From an optimization exercise on the open Yosys and OpenROAD flow, aimed at small area, a short achievable clock period and few clock cycles per item; shortcuts taken in it are not production practice. At most, simulation tests tie the RTL to the original design; equivalence was not proved. Power figures rest on the tool's default switching activity, not on a simulated workload.

## the reference run
// cordic
module cordic #(
    parameter int Width = 16
) (
    input  logic             clk_i,
    input  logic             rst_i,
    input  logic             start_cordic_i,
    input  logic [Width-1:0] x0_i,
    input  logic [Width-1:0] y0_i,
    input  logic [Width-1:0] z0_i,
    output logic [Width-1:0] xn_o,
    output logic [Width-1:0] yn_o,
    output logic [Width-1:0] zn_o,
    output logic             done_tick_cordic_o
);
  function automatic logic [15:0] atan(input logic [3:0] i);
    case (i)
      4'd0: atan = 16'h2D00;
      4'd1: atan = 16'h1A91;
      4'd2: atan = 16'h0E09;
      4'd3: atan = 16'h0720;
      4'd4: atan = 16'h0394;
      4'd5: atan = 16'h01CA;
      4'd6: atan = 16'h00E5;
      4'd7: atan = 16'h0073;
      4'd8: atan = 16'h0039;
      4'd9: atan = 16'h001D;
      4'd10: atan = 16'h000E;
      4'd11: atan = 16'h0007;
      4'd12: atan = 16'h0004;
      4'd13: atan = 16'h0002;
      4'd14: atan = 16'h0001;
      default: atan = 16'h0000;
    endcase
  endfunction
  function automatic logic [15:0] asr(input logic [15:0] v, input int k);
    for (int b = 0; b < 16; b++) asr[b] = (b + k > 15) ? v[15] : v[b + k];
  endfunction
  logic [15:0] x_q, y_q, z_q;
  logic        busy_q;   
  logic        done_q;
  logic neg;
  assign neg = z_q[15];
  logic [15:0] xi, yi;   
  assign xi = x_q;
  assign yi = y_q;
  logic [15:0] xs, ys, az;
  logic [3:0] lo_q, hi_q;
  logic       last;
  assign last = hi_q[3] & lo_q[2];
  logic [15:0] xl, yl;
  always_comb begin
    xl = 16'd0;
    yl = 16'd0;
    for (int i = 0; i < 4; i++) begin
      xl = xl | ({16{lo_q[i]}} & asr(xi, i));
  ...
Size: about 1,200 cells after synthesis, roughly 100 I/O pins.
Settings: LEC_CHECK=0, ABC_AREA=1, CAP_MARGIN=20, CORE_MARGIN=2, CORE_UTILIZATION=60, SETUP_SLACK_MARGIN=2.6, SLEW_MARGIN=20; clock period 5.5 ns.
standard.sh (not shown) runs the stock make flow with config.mk's settings and CLKGATE_MAP_FILE= SYNTH_SCRIPT=/design/flow/synth_recipe.tcl, a recipe that flattens the netlist after the stock synthesis.
==> flow/flow/run.sh <==
#!/bin/bash
# The standard layout (the standard.sh), with two changes:
#  - synthesis maps additions to ordinary logic cells (ADDER_MAP_FILE empty,
#    so Yosys does not extract full/half-adder cells); registers are unchanged;
#  - the port buffers that placement inserts are the smallest buffer cell,
#    sky130_fd_sc_hd__buf_1, instead of the one OpenROAD picks by default.
#    Every input and output port still gets its buffer.
# Full output in standard.log.
set -euo pipefail
export ADDER_MAP_FILE=
export BUFFER_PORTS_ARGS="-buffer_cell sky130_fd_sc_hd__buf_1"
bash standard.sh > standard.log 2>&1
The following lists how the trial run was set up differently from the reference run:
--- a/flow/design.v
+++ b/flow/design.v
@@ -60,25 +60,24 @@
     for (int i = 0; i < 4; i++) begin
       xs = xs | ({16{hi_q[i]}} & asr(xl, (4 * i)));
       ys = ys | ({16{hi_q[i]}} & asr(yl, (4 * i)));
     end
     az = 16'd0;
     for (int i = 0; i < 15; i++) begin
       az = az | ({16{hi_q[i/4] & lo_q[i%4]}} & atan(i));
     end
   end
   logic [15:0] x_d, y_d, z_d, azi;
   logic        cx, cy, cz;
-  logic        cx_q, cy_q;
-  assign cx  = cx_q;
-  assign cy  = cy_q;
+  assign cx  = ~neg & busy_q;
+  assign cy  = neg & busy_q;
   assign cz  = ~neg & busy_q;
   assign azi = az ^ {16{~neg & busy_q}};
   logic [15:0] mxs, mys, xsi, ysi;
   assign mys = {16{cx}};
   assign mxs = {16{cy}};
   assign ysi = ys ^ mys;
   assign xsi = xs ^ mxs;
   logic [16:0] x_g0, x_p0;
   assign x_g0 = {x_q & ysi, cx};
   assign x_p0 = {x_q ^ ysi, 1'b0};
   logic x_g0_, x_p0_;
@@ -402,28 +401,16 @@
     if (start_cordic_i) begin
       lo_q <= 4'd1;
       hi_q <= 4'd1;
     end else if (!busy_q || last) begin
       lo_q <= 4'd0;
       hi_q <= 4'd0;
     end else begin
       lo_q <= {lo_q[2:0], lo_q[3]};
       if (lo_q[3]) hi_q <= {hi_q[2:0], 1'b0};
     end
   end
-  always_ff @(posedge clk_i) begin
-    if (start_cordic_i) begin
-      cx_q <= ~z0_i[15];
-      cy_q <= z0_i[15];
-    end else if (!busy_q || last) begin
-      cx_q <= 1'b0;
-      cy_q <= 1'b0;
-    end else begin
-      cx_q <= ~z_d[15];
-      cy_q <= z_d[15];
-    end
-  end
   assign xn_o = x_q;
   assign yn_o = y_q;
   assign zn_o = z_q;
   assign done_tick_cordic_o = done_q;
 endmodule
Notes after the runs:
Global-route usage: the trial run lower than the reference run
Between the reference run and the trial run, the worst hold slack does not differ in any meaningful way.
The trial run completed every stage of the flow, and the final layout passed the timing, DRC and antenna checks.
Of the trial run and the reference run, the trial run shows the lower count of cell types in the netlist, with the reference run above it.
[compare] base=the reference run new=the trial run: global-route wire length before repair has decreased, final worst slack has increased, maximum resistive drop on vdd has decreased.
The trial run vs. the reference run: count of placed standard cells in the final layout, fillers left out shrank by 9; slew at the pin closest to its max-slew limit increased by 0.25 ns relative to the old numbers; non-clock buffer count went up by 0.91%; sequential share of power has decreased; sequential fraction of the synthesis area level.
Between the trial run and the reference run, the difference in slack of the worst reg-to-reg path is negligible.
Combinational share of power essentially unchanged between the reference run and the trial run.
Testbench counts of the trial run, summed over its fixed seeds: cycles 8,200, items 512.
Only the layout flow was run in the reference run; the RTL was not checked for function there.

## re-timing with driven ports
How much do the figures lean on ideal ports? The routed layouts below were timed once more, with nothing changed but the port constraints. Step 1 sets driving cells, clkbuf_16 on the clock port and buf_2 on the other inputs (assumed; they add their load-dependent delay and slew). Step 2 adds t to the input delays and takes it off the output delays; t is the mean of the earliest and latest rising clock arrival at the registers after step 1. Input paths then give back, and output paths get back, about the clock's delay inside the block. Slacks: ideal ports / drivers / drivers and shift; pairs: ideal ports / drivers.
| run | shift t [ns] | setup slack, ns | worst setup path after step 2 |
|---|---|---|---|
| the reference run | 0.395 | 2.884 / 2.884 / 2.531 | input to register |
| the trial run | 0.399 | 2.890 / 2.890 / 2.663 | input to register |
After both steps every run listed still meets setup and hold. For the reference run, which loses most, drivers alone change the setup slack by 0.000 ns; drivers and shift together by -0.353 ns.
